This design comes from an exercise in tuning for small area, a short achievable clock period and few clock cycles per item on the open sky130 flow, not from production work.
In this exercise RTL edits were held to simulation tests only and were not proved equivalent to the original.
Power is estimated from default activity; no workload was simulated.

==> flow/design.v (outline; a module is shown in full before it is edited, if it fits) <==
// module divider: 6900 lines
module divider #
(
    parameter N = 32
)
(
    input wire [N-1:0] dividend,
    input wire [N-1:0] divisor,
    input wire start,
    input wire rst,
    input wire clk,
    output wire [N-1:0] quotient,
    output wire [N-1:0] remainder,
    output wire done
);
  // ...
==> flow/run.sh <==
#!/bin/bash
# synth_recipe.tcl (not shown) runs the flow's synth.tcl, then flattens the netlist and writes it again
# the make line also repeats each setting of config.mk as NAME=value (left out here)
make -C /OpenROAD-flow-scripts/flow DESIGN_CONFIG=/design/flow/config.mk WORK_HOME=/design/flow/orfs CLKGATE_MAP_FILE= SYNTH_SCRIPT=/design/flow/synth_recipe.tcl finish
==> flow/config.mk <==
export PLATFORM = sky130hd
export DESIGN_NAME = divider
export DESIGN_NICKNAME = divider
export VERILOG_FILES = /design/flow/design.v
export SDC_FILE = /design/flow/constraint.sdc
export NUM_CORES = 4
export LEC_CHECK = 0
export ABC_AREA = 1
export CAP_MARGIN = 20
export CORE_MARGIN = 2
export CORE_UTILIZATION = 60
export CTS_CLUSTER_DIAMETER = 100
export CTS_CLUSTER_SIZE = 25
export SETUP_SLACK_MARGIN = 2.3
export SLEW_MARGIN = 20
==> flow/constraint.sdc <==
create_clock -name core_clock -period 4.5 [get_ports {clk}]
set_input_delay 0.9000 -clock core_clock [delete_from_list [all_inputs] [get_ports {clk}]]
set_output_delay 0.9000 -clock core_clock [all_outputs]
set_load 0.01 [all_outputs]
==> summary.md, run 1 <==
| Metric | Value |
|---|---|
| Mapped Nets | `9548` |
| Critical path type | `flip-flop to flip-flop` |
| Slowest-stage cell, CP | `dfxtp_2` |
| Combinational power share | `12.0%` |
| Total die area | `144000 µm²` |
| FF-to-FF End | `r31_q[4]$_DFF_P_` |
| Clock-pin slew on the worst setup and hold paths | `between 100 and 150 ps` |
| Flip-flop and latch count | `2606` |
| Non-CTS inverters | `1254` |
| Min-delay worst type | `flip-flop to flip-flop` |
| Sequential cell area share | `a little under three fifths` |
| Most frequent cells in the layout | `nand2_1, dfxtp_1, inv_1, nor2_1, xor2_1` |
| CTS root buffer | `clkbuf_16` |
| Worst-Skew Late Latency | `790 ps` |
| Worst setup path endpoint | `r31_q[4]$_DFF_P_` |
| Fmax | `about 0.46 GHz` |
| Met2 usage | `39.6%` |
| CTS Sinks | `~2.6k` |
| Syn Inst Count | `9481` |
| Slew HR | `between 30% and 40%` |
| Final clock skew | `between 70 and 80 ps` |
| Most common cell in the synthesized netlist | `nand2_1` |
| Crit-path max cell delay | `360 ps` |
| Seq pwr | `roughly 25 mW` |
| Share of cell area taken by multi-input logic gates | `between 30% and 40%` |
| Clk. pwr | `about 12 mW` |
| Min Tclk post-route | `~2200 ps` |
| R2R setup slack | `2310 ps` |
| Clock-cell share of area | `3.33%` |
| FF+latch count, synth | `between 2k and 3k` |
| WL met3 | `9.18 mm` |
| DR iter-0 viols | `3947` |
| Clock buffer count from CTS | `115` |
| Hold Buf Count CTS | `0` |
| Status | `complete, no violations` |
| Clock power share | `27.7%` |
| Placer Congestion | `0.894` |
| Final setup fails | `0` |
| CORE AREA | `roughly 140000 µm²` |
| Grt peak-use layer | `met2` |
| CTS H-tree depth | `3` |
| Cells along the critical path | `inv_1, nand2_1, nand2_2, inv_1, nand2_1, nand2_2, a21oi_2, nand2_2, nand2_4, nand2_4, nand2_8, nand3_4, buf_12, buf_6, o21ai_1, nand2_1` |
Testbench counts, summed over its fixed seeds: cycles 2,296, items 2,048.
==> run 2, diff against run 1 <==
--- a/flow/design.v
+++ b/flow/design.v
@@ -19,45 +19,30 @@
     wire [0:0] g0_0 = ~c0 & d0[0:0];
     wire [0:0] p0_0 = ~c0 | d0[0:0];
     wire [0:0] bi0 = 1'b0;
     wire ge0 = ~g0_0[0] & ~|d0[N-1:1];
     wire [0:0] r1 = c0 ^ ({1{ge0}} & (d0[0:0] ^ bi0));
     wire [N-1:0] xq1 = {xq0[N-2:0], ge0};
     wire [N-1:0] d1 = d0;
     wire v1 = v0;
-    reg [0:0] r1_q;
-    reg [N-1:0] xq1_q;
-    reg [N-1:0] d1_q;
-    reg z1_q;
-    reg v1_q;
-    always @(posedge clk) begin
-        r1_q <= r1;
-        xq1_q <= xq1;
-        d1_q <= d1;
-        z1_q <= ~|d1[N-1:2];
-    end
-    always @(posedge clk, posedge rst) begin
-        if (rst) v1_q <= 1'b0;
-        else v1_q <= v1;
-    end
-    wire [1:0] c1 = {r1_q, xq1_q[N-1]};
-    wire [1:0] g1_0 = ~c1 & d1_q[1:0];
-    wire [1:0] p1_0 = ~c1 | d1_q[1:0];
+    wire [1:0] c1 = {r1, xq1[N-1]};
+    wire [1:0] g1_0 = ~c1 & d1[1:0];
+    wire [1:0] p1_0 = ~c1 | d1[1:0];
     wire [1:0] g1_1, p1_1;
     assign g1_1[0] = g1_0[0];
     assign p1_1[0] = p1_0[0];
     assign g1_1[1] = g1_0[1] | (p1_0[1] & g1_0[0]);
     assign p1_1[1] = p1_0[1] & p1_0[0];
     wire [1:0] bi1 = {g1_1[0:0], 1'b0};
-    wire ge1 = ~g1_1[1] & z1_q;
-    wire [1:0] r2 = c1 ^ ({2{ge1}} & (d1_q[1:0] ^ bi1));
-    wire [N-1:0] xq2 = {xq1_q[N-2:0], ge1};
-    wire [N-1:0] d2 = d1_q;
-    wire v2 = v1_q;
+    wire ge1 = ~g1_1[1] & ~|d1[N-1:2];
+    wire [1:0] r2 = c1 ^ ({2{ge1}} & (d1[1:0] ^ bi1));
+    wire [N-1:0] xq2 = {xq1[N-2:0], ge1};
+    wire [N-1:0] d2 = d1;
+    wire v2 = v1;
     reg [1:0] r2_q;
     reg [N-1:0] xq2_q;
     reg [N-1:0] d2_q;
     reg z2_q;
     reg v2_q;
     always @(posedge clk) begin
         r2_q <= r2;
         xq2_q <= xq2;
==> summary.md, run 2 <==
| Metric | Value |
|---|---|
| Hold Buf Count CTS | `0 (unchanged)` |
| Via density | `around 5` |
| FP Rows | `136` |
| Crit path depth | `1` |
| Cells taking the most area after synthesis | `dfxtp_1, nand2_1, inv_1` |
| Core Util, Final | `about 67%` |
| Setup WS pre-CTS | `about 1700 ps` |
| Area growth syn-to-layout | `10.6%` |
| Vias in the first global route | `55.0k` |
| Worst setup margin | `2320 ps` |
| Most frequent cells in the layout | `nand2_1, dfxtp_1, inv_1, nor2_1, xor2_1` |
| Final hold violations | `0` |
| Delay-heaviest family, CP | `flip-flops` |
| Final clock skew | `62.3 ps (-10.5 ps)` |
| Total track usage | `23.7%` |
| Static Leak | `between 40 and 50 nW` |
| Worst Reg2Reg Path Length in Cells | `15` |
| ANT nets after route | `0` |
| Data arrival time of the critical path | `1280 ps` |
| Min Tclk post-route | `2180 ps (-8.65 ps)` |
| Sequential area share after synthesis | `61.2%` |
| Vias | `roughly 58k` |
| CP bufs+invs | `1` |
| Worst hold margin | `roughly 290 ps` |
| I/O pin cnt | `132` |
| R2R setup slack | `2330 ps (+20 ps)` |
| Crit-path max cell delay | `370 ps (about the same)` |
| Detailed Routing Iterations Pass 1 | `8` |
| Worst EP required | `3600 ps` |
| Grt met1 use | `31.9%` |
| WL/cell | `15.0 µm` |
| Critical path capture point type | `primary output` |
| Final worst path period share | `between 40% and 50%` |
| Max-slew violations | `0` |
| Synthesized area | `83300 µm²` |
| Total grt overflow | `0` |
| Crit Reg-Reg Startpoint | `d30_q[22]$_DFF_P_` |
| Share of the synthesized area in the top cell type | `60.3%` |
| RSZ-0062 raised after global routing | `yes` |
| Status | `complete, no violations` |
| Final setup fails | `0 (unchanged)` |
| Synth area leader | `dfxtp_1` |
| Ys Warns | `1` |
| Critical path type | `flip-flop to primary output` |
| Layout cell share with drive strength beyond 1 | `9.52%` |
| Filler cell count | `11.0k` |
| Min-delay worst type | `flip-flop to flip-flop` |
| Mapped Nets | `9499 (-0.51%)` |
| Crit path launch | `v32_q$_DFF_PP0_` |
| Max Root-Sink Buffers | `3` |
| CP max FO | `1` |
| CORE AREA | `138000 µm² (-1.5%)` |
| DRC errors left | `0` |
| Share of flip-flops with an asynchronous set or reset | `1.22%` |
| Cell Pwr Density | `440 nW/µm²` |
| Grt peak-use layer | `met2` |
| Post-synth EDFFs | `0` |
| Max Cap Viol | `0` |
| Worst setup path endpoint | `done` |
| Tot Pwr | `40.6 mW` |
| Most common cell after layout, fill and taps aside | `nand2_1` |
| Slew HR | `32.6% (+0.50 points)` |
| Clock buffer count from CTS | `112 (-2.6%)` |
| Initial antenna violation count | `3` |
| Largest net degree at the start of global routing | `32` |
| Critical path launch point type | `flip-flop` |
| Clock-pin slew on the worst setup and hold paths | `90 ps (-20 ps)` |
| Synth cell count leaders | `nand2_1, dfxtp_1, inv_1` |
| Total die area | `142000 µm² (-1.5%)` |
| TritonCTS clock tree | `yes` |
| FF+latch count, synth | `2539 (-2.6%)` |
| Area of the multi-input gates | `between 20000 and 30000 µm²` |
| Nets | `9816` |
| Slowest-stage cell, CP | `dfrtp_1` |
| Initial Util | `60.5%` |
| WL final | `174 mm` |
| PortBufs | `approximately 130` |
| CTS root buffer | `clkbuf_16` |
| Ys flop type | `dfxtp_1` |
| GR Util met3 | `3.14%` |
| FF-to-FF End | `r31_q[19]$_DFF_P_` |
| Most common cell in the synthesized netlist | `nand2_1` |
| Placer Congestion | `0.888 (-0.69%)` |
| Fmax | `0.459 GHz (+0.40%)` |
| Syn Inst Count | `9432 (-0.52%)` |
| Peak VDD IR | `512 µV` |
| First-pass GRT wire length | `273 mm` |
| Mapped Avg Cell Area | `8.83 µm²` |
| Final setup TNS | `0 ps` |
| Register area | `~51000 µm²` |
| Die Width | `377 µm` |
| Die height | `377 µm` |
| Worst Max-Slew Pin Slew | `1010 ps` |
| CTS H-tree depth | `3 (unchanged)` |
| Met2 usage | `40.5% (+0.93 points)` |
| Cells along the critical path | `buf_2` |
| DP HPWL | `around 120 mm` |
| Worst-Skew Late Latency | `780 ps (about the same)` |
| DR iter-0 viols | `3901 (-1.2%)` |
| Synth unique cells | `58` |
| CTS Sinks | `2539 (-2.6%)` |
-- run 2: cell types whose count changed after synthesis, moves of 8 or more --
cell / before / now
buf_6: 14 / 28
dfxtp_1: 2574 / 2508
inv_1: 1218 / 1230
inv_2: 29 / 15
nand2_1: 2601 / 2611
nand3_1: 460 / 447
nand3_2: 19 / 27
nand4_1: 129 / 139
nand4_2: 10 / 1
nor2_2: 21 / 35
o21ai_0: 403 / 420
o21ai_1: 93 / 67
o21ai_2: 5 / 14
or2_2: 52 / 68
-- run 2: layout make-up --
| type | instances | share of cell area [%] |
|---|---|---|
| repair inverters | 7 | 0.0706 |
| flip-flops and latches | 2539 | 55.5 |
| multi-input cells | 5620 | 31.3 |
| clock buffers | 118 | 3.08 |
| diodes | 1 | 0.00272 |
| inverters | 1250 | 5.20 |
| repair buffers | 219 | 2.13 |
| well taps | 1794 | 2.44 |
| clock inverters | 13 | 0.268 |
-- run 2: what timing repair did --
item | CTS | global route
pin swaps | 15 | 75
endpoints found under the setup margin | 383 | 453
gates cloned | 28 | 17
buffers inserted | 24 | 57
gates resized for setup | 374 | 460
-- run 2: worst min path at each step --
stage,startpoint,to,cells after the start,slack (ps)
2_1_floorplan,d9_q[10]$_DFF_P_,d10_q[10]$_DFF_P_,0,310
3_3_place_gp,xq26_q[6]$_DFF_P_,xq27_q[7]$_DFF_P_,0,310
3_5_place_dp,xq11_q[0]$_DFF_P_,xq12_q[1]$_DFF_P_,0,310
4_1_cts,xq29_q[24]$_DFF_P_,xq30_q[25]$_DFF_P_,0,290
5_1_grt,xq25_q[17]$_DFF_P_,xq26_q[18]$_DFF_P_,0,310
6_report,xq25_q[17]$_DFF_P_,xq26_q[18]$_DFF_P_,0,290
-- run 2: where the power goes --
group	internal (mW)	switching (mW)
Combinational	1.70	3.21
Clock	4.62	6.61
Sequential	23.7	0.775
-- run 2: logic make-up after synthesis --
group	Yosys count	share of synthesized area (%)
and+or+nand+nor	4333	22.2
DFF	2539	61.2
buffers and inverters	1308	6.26
AOI/OAI and AO/OA	732	4.80
xor gates and xnor gates	520	5.47
-- run 2: worst reg2reg max path, delay by kind of cell (launching register included) --
kind | cells | cell delay (ps)
flops | 1 | 390
simple gates | 11 | 1310
buf+inv | 4 | 400
-- run 2: routing by layer --
metal / up-vias / wire length, µm / share of wire (%)
li1: 29800 / - / -
met1: 26700 / 79800 / 46
met2: 1264 / 81100 / 47
met3: 237 / 8770 / 5.0
met4: 0 / 4020 / 2.3
met5: - / 0 / 0
-- run 2: metrics by stage --
step,instances,area (µm²)
floorplan,9432,83300
global placement,11300,86300
detailed placement,11300,86300
CTS,11500,90100
global route,11600,92100
finish,11600,92100
Testbench counts of run 2, summed over its fixed seeds: cycles 2,288, items 2,048.
==> run 3, diff against run 2 <==
--- a/flow/config.mk
+++ b/flow/config.mk
@@ -11,5 +11,6 @@
 export CORE_UTILIZATION = 60
 export CTS_CLUSTER_DIAMETER = 100
 export CTS_CLUSTER_SIZE = 25
+export PLACE_DENSITY = 0.82
 export SETUP_SLACK_MARGIN = 2.3
 export SLEW_MARGIN = 20
==> summary.md, run 3 <==
| Metric | Value |
|---|---|
| Delay-heaviest family, CP | `simple AND/OR/NAND/NOR gates` |
| Total track usage | `24.4% (+0.70 points)` |
| DRC errors left | `0 (unchanged)` |
| Die Width | `377 µm (unchanged)` |
| DP HPWL | `127 mm (+3.9%)` |
| Most common cell on crit path | `nand2_1` |
| Detailed Routing Iterations Pass 1 | `7 (-1)` |
| CORE AREA | `138000 µm² (unchanged)` |
| ANT nets after route | `0 (unchanged)` |
| First-pass GRT wire length | `281 mm (+2.9%)` |
| Nets | `9836 (+0.20%)` |
| Cells taking the most area after synthesis | `dfxtp_1, nand2_1, inv_1` |
| Data arrival time of the critical path | `2900 ps (+1620 ps)` |
| Synth unique cells | `58 (unchanged)` |
| Clock-pin slew on the worst setup and hold paths | `100 ps (about the same)` |
| Area growth syn-to-layout | `11.1%` |
| Critical path type | `flip-flop to flip-flop` |
| Crit-path max cell delay | `360 ps (about the same)` |
| I/O pin cnt | `132 (unchanged)` |
| Placer Congestion | `0.910 (+2.5%)` |
| Mapped Avg Cell Area | `8.83 µm² (unchanged)` |
| Initial antenna violation count | `2 (-1)` |
| Synthesized area | `83300 µm² (unchanged)` |
| Worst-Skew Late Latency | `790 ps (about the same)` |
| Final worst path period share | `49.1% (+0.62 points)` |
| Total grt overflow | `0 (unchanged)` |
| Post-synth EDFFs | `0 (unchanged)` |
| Synth area leader | `dfxtp_1` |
| Peak VDD IR | `489 µV (-4.4%)` |
| Status | `complete, no violations` |
| WL final | `181 mm (+4.1%)` |
| Vias | `59.3k (+2.2%)` |
| Critical path capture point type | `flip-flop` |
| Cell Pwr Density | `440 nW/µm² (-0.13%)` |
| CTS root buffer | `clkbuf_16` |
| Final setup TNS | `0 ps (unchanged)` |
| Area after DPL | `86300 µm² (about the same)` |
| Largest net degree at the start of global routing | `32 (unchanged)` |
| Register area | `51100 µm² (about the same)` |
| Area of the multi-input gates | `29100 µm² (+1.1%)` |
| CTS Sinks | `2539 (unchanged)` |
| Final hold violations | `0 (unchanged)` |
| Worst Max-Slew Pin Slew | `980 ps (-28.6 ps)` |
| CP max FO | `5 (+4)` |
| Via density | `5.12 (+2.0%)` |
| Min Tclk post-route | `2210 ps (+28.0 ps)` |
| Sequential area share after synthesis | `61.2% (unchanged)` |
| Min-delay worst type | `flip-flop to flip-flop` |
| Ys Warns | `1 (unchanged)` |
| Worst EP required | `5190 ps (+1590 ps)` |
| CP bufs+invs | `1 (unchanged)` |
| Most common cell after layout, fill and taps aside | `nand2_1` |
| Most common cell in the synthesized netlist | `nand2_1` |
| RSZ-0062 raised after global routing | `yes` |
| Filler cell count | `10.3k (-6.0%)` |
| Clock buffer count from CTS | `112 (unchanged)` |
| Worst hold margin | `297 ps (+9.28 ps)` |
| Core Util, Final | `67.2% (+0.26 points)` |
| Layout cell share with drive strength beyond 1 | `10.0% (+0.53 points)` |
| Static Leak | `44.3 nW (+0.18%)` |
| Max Root-Sink Buffers | `3 (unchanged)` |
| CTS H-tree depth | `3 (unchanged)` |
| Final clock skew | `73.4 ps (+11.1 ps)` |
| Initial Util | `60.5% (unchanged)` |
| Slew HR | `34.6% (+1.9 points)` |
| Die height | `377 µm (unchanged)` |
| WL/cell | `15.6 µm (+3.9%)` |
| Ys flop type | `dfxtp_1` |
| Tot Pwr | `40.7 mW (+0.26%)` |
| Final setup fails | `0 (unchanged)` |
| Mapped Nets | `9499 (unchanged)` |
| PortBufs | `131 (unchanged)` |
| Cells along the critical path | `inv_1, nand2_1, nand2_1, o21ai_1, a21o_1, nand2_1, nand3_4, nand2_4, nand4_1, nand2_1, nand2_1` |
| Share of flip-flops with an asynchronous set or reset | `1.22% (unchanged)` |
| FF+latch count, synth | `2539 (unchanged)` |
| DR iter-0 viols | `4205 (+7.8%)` |
| Share of the synthesized area in the top cell type | `60.3% (unchanged)` |
| Vias in the first global route | `56.3k (+2.4%)` |
| Syn Inst Count | `9432 (unchanged)` |
| TritonCTS clock tree | `yes` |
| Most frequent cells in the layout | `nand2_1, dfxtp_1, inv_1, nor2_1, xor2_1` |
| Synth cell count leaders | `nand2_1, dfxtp_1, inv_1` |
| FP Rows | `136 (unchanged)` |
| Final instance area | `92500 µm² (+0.40%)` |
| Critical path launch point type | `flip-flop` |
| Max-slew violations | `0 (unchanged)` |
| Fmax | `0.453 GHz (-1.3%)` |
| Slowest-stage cell, CP | `dfxtp_1` |
| Total die area | `142000 µm² (unchanged)` |
| Max Cap Viol | `0 (unchanged)` |
-- run 3: changes by cell type in the layout (fill, tap and decap cells not counted), sizes merged, moves of 2 or more --
cell and change:
clkinv -8, nand2 +2, clkbuf +3, nand3 +2
buf +16, inv +3
-- run 3: worst paths after layout --
| check | depth (start not counted) | slack, ps | end | from |
|---|---|---|---|---|
| worst max register to register | 11 | 2290 | r27_q[4]$_DFF_P_ | d26_q[12]$_DFF_P_ |
| min in group asynchronous | 2 | 510 | v25_q$_DFF_PP0_ | rst |
| worst min-delay path | 0 | 300 | xq9_q[13]$_DFF_P_ | xq8_q[12]$_DFF_P_ |
| max in group asynchronous | 2 | 3570 | v8_q$_DFF_PP0_ | rst |
| worst min register to register | 0 | 300 | xq9_q[13]$_DFF_P_ | xq8_q[12]$_DFF_P_ |
| worst max-delay path | 11 | 2290 | r27_q[4]$_DFF_P_ | d26_q[12]$_DFF_P_ |
-- run 3: layout make-up --
class	count	area share, %
sequential	2539	55.3
multi-input combinational	5624	31.5
inverter	1250	5.19
clock buffer	119	3.10
tap	1794	2.43
timing repair buffer	237	2.25
clock inverter	9	0.187
timing repair inverter	5	0.0433
antenna	1	0.00271
-- run 3: power by group --
group / switching (mW) / internal, mW / leakage [nW]
registers: 0.812 / 23.7 / 21.3
logic: 3.26 / 1.74 / 21.5
clock network: 6.61 / 4.61 / 1.49
total: 10.7 / 30.0 / 44.3
-- run 3: worst register-to-register path, delay by kind of cell (launching register included) --
family / cells / cell delay [ps]
and+or+nand+nor: 8 / 1310
DFF: 1 / 360
AOI/OAI and AO/OA: 2 / 360
buffers and inverters: 1 / 100
-- run 3: what timing repair did --
action,CTS,global route
pin swaps,20,80
buffers inserted,30,72
hold buffers,0,0
endpoints found under the setup margin,446,476
gates resized for setup,376,512
cloned,28,19
-- run 3: stage by stage --
step,instances,setup slack [ps]
final,11600,2290
after global routing,11600,2240
after CTS,11500,2160
after detailed placement,11300,1640
after global placement,11300,1590
after floorplan,9432,2300
-- run 3: kinds of logic after synthesis --
family	Yosys count	share of synthesized area, %
flops	2539	61.2
buf+inv	1308	6.26
xor+xnor	520	5.47
simple gates	4333	22.2
compound gates	732	4.80
-- run 3: metal layers --
| layer | vias up | wire [µm] | track usage [%] | part of all wire, % |
|---|---|---|---|---|
| met1 | 27500 | 78600 | 31.3 | 43 |
| met5 | - | 0 | 0 | 0 |
| met3 | 347 | 9660 | 3.10 | 5.3 |
| met2 | 1589 | 87200 | 43.1 | 48 |
| met4 | 0 | 5390 | 7.18 | 3.0 |
| li1 | 29900 | - | - | - |
==> run 4, diff against run 3 <==
--- a/flow/config.mk
+++ b/flow/config.mk
@@ -11,6 +11,6 @@
 export CORE_UTILIZATION = 60
 export CTS_CLUSTER_DIAMETER = 100
 export CTS_CLUSTER_SIZE = 25
-export PLACE_DENSITY = 0.82
+export PLACE_DENSITY = 0.72
 export SETUP_SLACK_MARGIN = 2.3
 export SLEW_MARGIN = 20
==> summary.md, run 4 <==
| Metric | Value |
|---|---|
| Share of the synthesized area in the top cell type | `60.3% (unchanged)` |
| Grt met1 use | `33.7% (+2.4 points)` |
| Max Cap Viol | `0 (unchanged)` |
| Share of flip-flops with an asynchronous set or reset | `1.22% (unchanged)` |
| CP bufs+invs | `1 (unchanged)` |
| Crit-path max cell delay | `360 ps (about the same)` |
| Synthesized area | `83300 µm² (unchanged)` |
| I/O pin cnt | `132 (unchanged)` |
| CTS root buffer | `clkbuf_16` |
| Initial antenna violation count | `5 (+3)` |
| Slew HR | `44.6% (+10 points)` |
| Met2 usage | `41.3% (-1.8 points)` |
| Data arrival time of the critical path | `1280 ps (-1620 ps)` |
| TritonCTS clock tree | `yes` |
| Register area | `51200 µm² (+0.13%)` |
| Max-slew violations | `0 (unchanged)` |
| Slowest-stage cell, CP | `dfrtp_1` |
| Cells along the critical path | `buf_2` |
| Area after DPL | `86300 µm² (about the same)` |
| Synth unique cells | `58 (unchanged)` |
| Peak VDD IR | `470 µV (-3.9%)` |
| Vias in the first global route | `54.7k (-2.8%)` |
| Final setup TNS | `0 ps (unchanged)` |
| CORE AREA | `138000 µm² (unchanged)` |
| Fmax | `0.459 GHz (+1.4%)` |
| WL final | `181 mm (+0.38%)` |
| Mapped Nets | `9499 (unchanged)` |
| Crit path launch | `v32_q$_DFF_PP0_` |
| Final instance area | `92900 µm² (+0.50%)` |
| Cells taking the most area after synthesis | `dfxtp_1, nand2_1, inv_1` |
| Most common cell after layout, fill and taps aside | `nand2_1` |
| Clock-pin slew on the worst setup and hold paths | `90 ps (about the same)` |
| Most frequent cells in the layout | `nand2_1, dfxtp_1, inv_1, nor2_1, xor2_1` |
| Worst Reg2Reg Path Length in Cells | `15 (+4)` |
| Filler cell count | `10.6k (+2.6%)` |
| Status | `complete, no violations` |
| Area growth syn-to-layout | `11.6%` |
| DP HPWL | `128 mm (+0.41%)` |
| Placer Congestion | `0.912 (+0.20%)` |
| Layout cell share with drive strength beyond 1 | `11.1% (+1.0 points)` |
| Critical path capture point type | `primary output` |
| Total grt overflow | `0 (unchanged)` |
| Sequential area share after synthesis | `61.2% (unchanged)` |
| Post-synth EDFFs | `0 (unchanged)` |
| ANT nets after route | `0 (unchanged)` |
| CP max FO | `1 (-4)` |
| Detailed Routing Iterations Pass 1 | `8 (+1)` |
| Max Root-Sink Buffers | `3 (unchanged)` |
| Ys flop type | `dfxtp_1` |
| Initial Util | `60.5% (unchanged)` |
| Total track usage | `24.5% (+0.12 points)` |
| R2R setup slack | `2350 ps (+60 ps)` |
| Vias | `58.8k (-0.95%)` |
| Delay-heaviest family, CP | `flip-flops` |
| WL/cell | `15.6 µm (about the same)` |
| Final hold violations | `0 (unchanged)` |
| PortBufs | `131 (unchanged)` |
| Critical path type | `flip-flop to primary output` |
| Ys Warns | `1 (unchanged)` |
| Placed cells | `11.3k (+0.018%)` |
| Worst setup path endpoint | `done` |
| CTS Sinks | `2539 (unchanged)` |
| DRC errors left | `0 (unchanged)` |
| Synth area leader | `dfxtp_1` |
| Crit path depth | `1 (-10)` |
| CTS H-tree depth | `3 (unchanged)` |
| FF-to-FF End | `r31_q[13]$_DFF_P_` |
| Crit Reg-Reg Startpoint | `d30_q[9]$_DFF_P_` |
| Clock buffer count from CTS | `112 (unchanged)` |
| Min Tclk post-route | `2180 ps (-29.4 ps)` |
| Worst Max-Slew Pin Slew | `829 ps (-151 ps)` |
| Mapped Avg Cell Area | `8.83 µm² (unchanged)` |
| Worst-Skew Late Latency | `790 ps (about the same)` |
| GR Util met3 | `2.99% (-0.11 points)` |
| RSZ-0062 raised after global routing | `yes` |
| Largest net degree at the start of global routing | `32 (unchanged)` |
| Final worst path period share | `48.4% (-0.65 points)` |
| Worst hold margin | `279 ps (-17.9 ps)` |
| Static Leak | `44.4 nW (+0.43%)` |
| Area of the multi-input gates | `29100 µm² (-0.13%)` |
| Syn Inst Count | `9432 (unchanged)` |
| Hold Buf Count CTS | `0 (unchanged)` |
| Via density | `5.06 (-1.3%)` |
| Synth cell count leaders | `nand2_1, dfxtp_1, inv_1` |
| DR iter-0 viols | `4016 (-4.5%)` |
| Most common cell in the synthesized netlist | `nand2_1` |
| Min-delay worst type | `flip-flop to flip-flop` |
| First-pass GRT wire length | `281 mm (-0.13%)` |
| Final setup fails | `0 (unchanged)` |
| Die Width | `377 µm (unchanged)` |
| Cell Pwr Density | `439 nW/µm² (-0.21%)` |
| FF+latch count, synth | `2539 (unchanged)` |
| Total die area | `142000 µm² (unchanged)` |
| Nets | `9874 (+0.39%)` |
| Die height | `377 µm (unchanged)` |
| Worst EP required | `3600 ps (-1590 ps)` |
| Grt peak-use layer | `met2` |
| Non-Filler Instances | `11.6k (+0.35%)` |
| Final clock skew | `84.0 ps (+10.6 ps)` |
| FP Rows | `136 (unchanged)` |
| Critical path launch point type | `flip-flop` |
## run 4: cell counts after synthesis
Identical to the previous run, type by type.
## run 4: stage by stage
step                setup slack (ps)  power (mW)  util [%]
CTS                             2250        40.6      65.6
detailed placement              1470        29.4      62.7
floorplan                       2300        27.9         -
global route                    2230        42.6      67.5
global placement                1380        29.3      62.7
finish                          2320        40.8      67.5
## run 4: cell families (layout without fill, tap and decap cells)
kind of cell / after synthesis / after routing / synth area share [%]
and+or+nand+nor: 4333 / 4369 / 22.2
DFF: 2539 / 2539 / 61.2
buffers and inverters: 1308 / 1662 / 6.26
AOI/OAI and AO/OA: 732 / 732 / 4.80
xor gates and xnor gates: 520 / 520 / 5.47
other: 0 / 3 / 0
## run 4: worst reg2reg max path, delay by kind of cell (launching register included)
| kind | cells | cell delay, ps |
|---|---|---|
| flops | 1 | 340 |
| compound gates | 2 | 300 |
| buf+inv | 3 | 420 |
| simple gates | 10 | 960 |
## run 4: worst min-delay path by stage
stage,start,to,slack (ps),depth (start not counted)
2_1_floorplan,d9_q[10]$_DFF_P_,d10_q[10]$_DFF_P_,310,0
5_1_grt,xq23_q[13]$_DFF_P_,xq24_q[14]$_DFF_P_,300,0
3_3_place_gp,xq31_q[30]$_DFF_P_,xq32_q[31]$_DFF_P_,310,0
3_5_place_dp,xq3_q[15]$_DFF_P_,xq4_q[16]$_DFF_P_,310,0
6_report,xq23_q[13]$_DFF_P_,xq24_q[14]$_DFF_P_,280,0
4_1_cts,xq31_q[5]$_DFF_P_,xq32_q[6]$_DFF_P_,290,0
## run 4: repair_timing
action                                  4_1_cts  5_1_grt
setup buffers                                37       97
cloned                                       25       26
pin swaps                                    17      108
gates resized for setup                     404      573
endpoints found under the setup margin      426      468
## run 4: per-layer routing
| metal | routed length [µm] | up-vias |
|---|---|---|
| met5 | 13 | - |
| met4 | 3960 | 2 |
| met3 | 8840 | 263 |
| met2 | 85000 | 1231 |
| met1 | 83600 | 27300 |
| li1 | - | 30000 |
## run 4: report_power, final
part / switching, mW / leakage, nW / internal [mW] / total, mW
sequential: 0.827 / 21.3 / 23.7 / 24.5
combinational: 3.28 / 21.6 / 1.77 / 5.05
clock: 6.65 / 1.50 / 4.62 / 11.3
total: 10.8 / 44.4 / 30.1 / 40.8
## run 4: cell type report
class | count | area share [%]
Timing Repair inverter | 10 | 0.0915
Tap cell | 1794 | 2.41
Multi-Input combinational cell | 5621 | 31.3
Inverter | 1250 | 5.17
Timing Repair Buffer | 273 | 2.60
Clock inverter | 11 | 0.280
Antenna cell | 3 | 0.00808
Clock buffer | 118 | 3.05
Sequential cell | 2539 | 55.1
==> run 5, diff against run 4 <==
--- a/flow/config.mk
+++ b/flow/config.mk
@@ -12,5 +12,5 @@
 export CTS_CLUSTER_DIAMETER = 100
 export CTS_CLUSTER_SIZE = 25
 export PLACE_DENSITY = 0.72
-export SETUP_SLACK_MARGIN = 2.3
+export SETUP_SLACK_MARGIN = 2.4
 export SLEW_MARGIN = 20
==> summary.md, run 5 <==
| Metric | Value |
|---|---|
| WL final | `188 mm (+3.6%)` |
| Ys flop type | `dfxtp_1` |
| Hold EP | `xq30_q[10]$_DFF_P_` |
| Via density | `5.07 (+0.30%)` |
| Filler cell count | `10.3k (-2.5%)` |
| CP max FO | `1 (unchanged)` |
| Clock power share | `27.2% (-0.4 points)` |
| Detailed Routing Iterations Pass 1 | `5 (-3)` |
| WL/cell | `15.9 µm (+2.1%)` |
| CORE AREA | `138000 µm² (unchanged)` |
| Crit-path max cell delay | `370 ps (about the same)` |
| Register area | `51500 µm² (+0.62%)` |
| Synth area leader | `dfxtp_1` |
| Initial antenna violation count | `6 (+1)` |
| Sequential area share after synthesis | `61.2% (unchanged)` |
| Cells along the critical path | `buf_2` |
| Critical path launch point type | `flip-flop` |
| Max-slew violations | `0 (unchanged)` |
| CP bufs+invs | `1 (unchanged)` |
| Vias in the first global route | `55.9k (+2.2%)` |
| FF+latch count, synth | `2539 (unchanged)` |
| R2R setup slack | `2380 ps (+30 ps)` |
| Crit path launch | `v32_q$_DFF_PP0_` |
| Mapped Nets | `9499 (unchanged)` |
| Vias | `59.8k (+1.7%)` |
| Placer Congestion | `0.898 (-1.6%)` |
| Status | `complete, no violations` |
| Sw Share | `26.8% (+0.41 points)` |
| Most common cell after layout, fill and taps aside | `nand2_1` |
| Worst hold margin | `284 ps (+5.18 ps)` |
| Worst EP required | `3600 ps (about the same)` |
| Share of flip-flops with an asynchronous set or reset | `1.22% (unchanged)` |
| Cell Pwr Density | `431 nW/µm² (-1.8%)` |
| Critical path capture point type | `primary output` |
| Worst Max-Slew Pin Slew | `995 ps (+165 ps)` |
| ANT nets after route | `0 (unchanged)` |
| Share of the synthesized area in the top cell type | `60.3% (unchanged)` |
| Min Tclk post-route | `2200 ps (+17.9 ps)` |
| Slew HR | `33.3% (-11 points)` |
| Sw power | `11.1 mW (+3.5%)` |
| Peak VDD IR | `455 µV (-3.2%)` |
| Synth cell count leaders | `nand2_1, dfxtp_1, inv_1` |
| Hold Buf Count CTS | `0 (unchanged)` |
| Mapped Avg Cell Area | `8.83 µm² (unchanged)` |
| DR iter-0 viols | `3816 (-5.0%)` |
| Final setup fails | `0 (unchanged)` |
| Data arrival time of the critical path | `1300 ps (+20 ps)` |
| PortBufs | `131 (unchanged)` |
| Final clock skew | `66.4 ps (-17.6 ps)` |
| Cells taking the most area after synthesis | `dfxtp_1, nand2_1, inv_1` |
| Initial Util | `60.5% (unchanged)` |
| Total grt overflow | `0 (unchanged)` |
| I/O pin cnt | `132 (unchanged)` |
| TritonCTS clock tree | `yes` |
| Delay-heaviest family, CP | `flip-flops` |
| Clock-pin slew on the worst setup and hold paths | `90 ps (about the same)` |
| Ys Warns | `1 (unchanged)` |
| CTS Sinks | `2539 (unchanged)` |
| CTS H-tree depth | `3 (unchanged)` |
| Fmax | `0.455 GHz (-0.81%)` |
| Final worst path period share | `48.8% (+0.40 points)` |
| Syn Inst Count | `9432 (unchanged)` |
| DRC errors left | `0 (unchanged)` |
| Core Util, Final | `70.1% (+2.5 points)` |
| Die Width | `377 µm (unchanged)` |
| Pint | `30.5 mW (+1.3%)` |
| FF-to-FF End | `r31_q[23]$_DFF_P_` |
| Max Root-Sink Buffers | `3 (unchanged)` |
| Most common cell in the synthesized netlist | `nand2_1` |
| Sequential share of power | `59.0% (-1.0 points)` |
| DP HPWL | `128 mm (about the same)` |
| FP Rows | `136 (unchanged)` |
| Max Cap Viol | `0 (unchanged)` |
| Worst Reg2Reg Path Length in Cells | `15 (unchanged)` |
| Crit Reg-Reg Startpoint | `d30_q[9]$_DFF_P_` |
| Min-delay worst type | `flip-flop to flip-flop` |
| CTS root buffer | `clkbuf_16` |
| Nets | `10.0k (+1.7%)` |
| First-pass GRT wire length | `286 mm (+1.8%)` |
| Slowest-stage cell, CP | `dfrtp_1` |
| Final hold violations | `0 (unchanged)` |
| Area growth syn-to-layout | `15.9%` |
| Critical path type | `flip-flop to primary output` |
| Largest net degree at the start of global routing | `32 (unchanged)` |
| Area of the multi-input gates | `30700 µm² (+5.5%)` |
| Clock buffer count from CTS | `112 (unchanged)` |
| Synthesized area | `83300 µm² (unchanged)` |
| Static Leak | `45.7 nW (+2.7%)` |
| Die height | `377 µm (unchanged)` |
| Synth unique cells | `58 (unchanged)` |
| Final setup TNS | `0 ps (unchanged)` |
| Hold Crit Start | `xq29_q[9]$_DFF_P_` |
| Post-synth EDFFs | `0 (unchanged)` |
| Most frequent cells in the layout | `nand2_1, dfxtp_1, inv_1, nor2_1, xor2_1` |
| Tot Pwr | `41.6 mW (+1.9%)` |
| Combinational power share | `13.8% (+1.4 points)` |
| Worst-Skew Late Latency | `790 ps (about the same)` |
| RSZ-0062 raised after global routing | `yes` |
| Total die area | `142000 µm² (unchanged)` |
| Hold path depth | `0 (unchanged)` |
| Layout cell share with drive strength beyond 1 | `18.3% (+7.2 points)` |
| Total track usage | `25.0% (+0.49 points)` |
-- run 5: through the flow --
| step | instance area, µm² | setup slack (ps) | std cells |
|---|---|---|---|
| 4_1_cts | 91700 | 2240 | 11600 |
| 3_3_place_gp | 86300 | 1480 | 11300 |
| 2_1_floorplan | 83300 | 2340 | 9432 |
| 3_5_place_dp | 86300 | 1540 | 11300 |
| 6_report | 96500 | 2300 | 11800 |
| 5_1_grt | 96500 | 2240 | 11800 |
-- run 5: worst max-delay path by stage --
stage                           end  cells after the start
finish                         done                      1
global route                   done                      1
CTS                            done                      1
detailed placement  r2_q[0]$_DFF_P_                     10
global placement    r2_q[0]$_DFF_P_                     10
floorplan           r2_q[0]$_DFF_P_                      8
-- run 5: repair_timing --
item | in CTS | in global routing
resized for setup | 618 | 1180
pin swaps | 67 | 281
setup endpoints to repair | 497 | 578
buffers inserted | 105 | 195
endpoints found under the hold margin | 0 | 0
gates cloned | 34 | 19
-- run 5: cell families (layout without fill, tap and decap cells) --
family	Yosys count	count (layout)	synth area share [%]
buffers and inverters	1308	1828	6.26
xor gates and xnor gates	520	520	5.47
AOI/OAI and AO/OA	732	732	4.80
other	0	1	0
DFF	2539	2539	61.2
and+or+nand+nor	4333	4372	22.2
-- run 5: routing by layer --
metal | GRT usage (%) | part of all wire [%]
met5 | 0 | 0.0059
met3 | 2.79 | 5.0
met1 | 34.3 | 46
met4 | 5.92 | 2.3
met2 | 42.4 | 47
-- run 5: power groups by stage --
stage / Combinational, mW / Clock (mW) / Sequential, mW
final: 5.72 / 11.3 / 24.5
after global routing: 6.33 / 12.4 / 24.7
after CTS: 4.82 / 11.6 / 24.5
after detailed placement: 4.47 / 0 / 25.0
after global placement: 4.36 / 0 / 24.9
after floorplan: 3.25 / 0 / 24.7
-- run 5: area by class of cell --
cell class | instances | area share (%)
Clock inverter | 11 | 0.261
Clock buffer | 120 | 2.96
Timing Repair inverter | 12 | 0.112
Timing Repair Buffer | 435 | 4.08
Antenna cell | 1 | 0.00259
Tap cell | 1794 | 2.33
Sequential cell | 2539 | 53.4
Multi-Input combinational cell | 5624 | 31.8
Inverter | 1250 | 5.03

[what the ideal ports hide]
No port has a modelled driver above. Below, the same layouts with a new extraction and two added sets of constraints. Step 1, drivers: a clkbuf_16 drives clk and a buf_2 each remaining input, both assumed. Step 2 moves the port delays by t, midway between the first and last clock arrival at a register: inputs arrive t later, outputs are due t later. That takes back most of the time a late clock gives input paths. Slacks: no drivers / after step 1 / after step 2; pairs: no drivers / after step 1.
run	t, ns	slack for setup (ns)	clock arrival spread, ns
run 1	0.833	2.311 / 2.242 / 2.139	0.080 / 0.080
run 2	0.828	2.320 / 2.240 / 1.704	0.076 / 0.076
run 3	0.837	2.292 / 2.254 / 1.684	0.076 / 0.077
run 4	0.838	2.321 / 2.243 / 1.665	0.111 / 0.112
run 5	0.848	2.303 / 2.221 / 1.752	0.077 / 0.077
After both steps setup and hold are still met in every run listed. The setup slack of run 4, which loses most, moves by -0.078 ns with the drivers and by -0.656 ns with both steps.
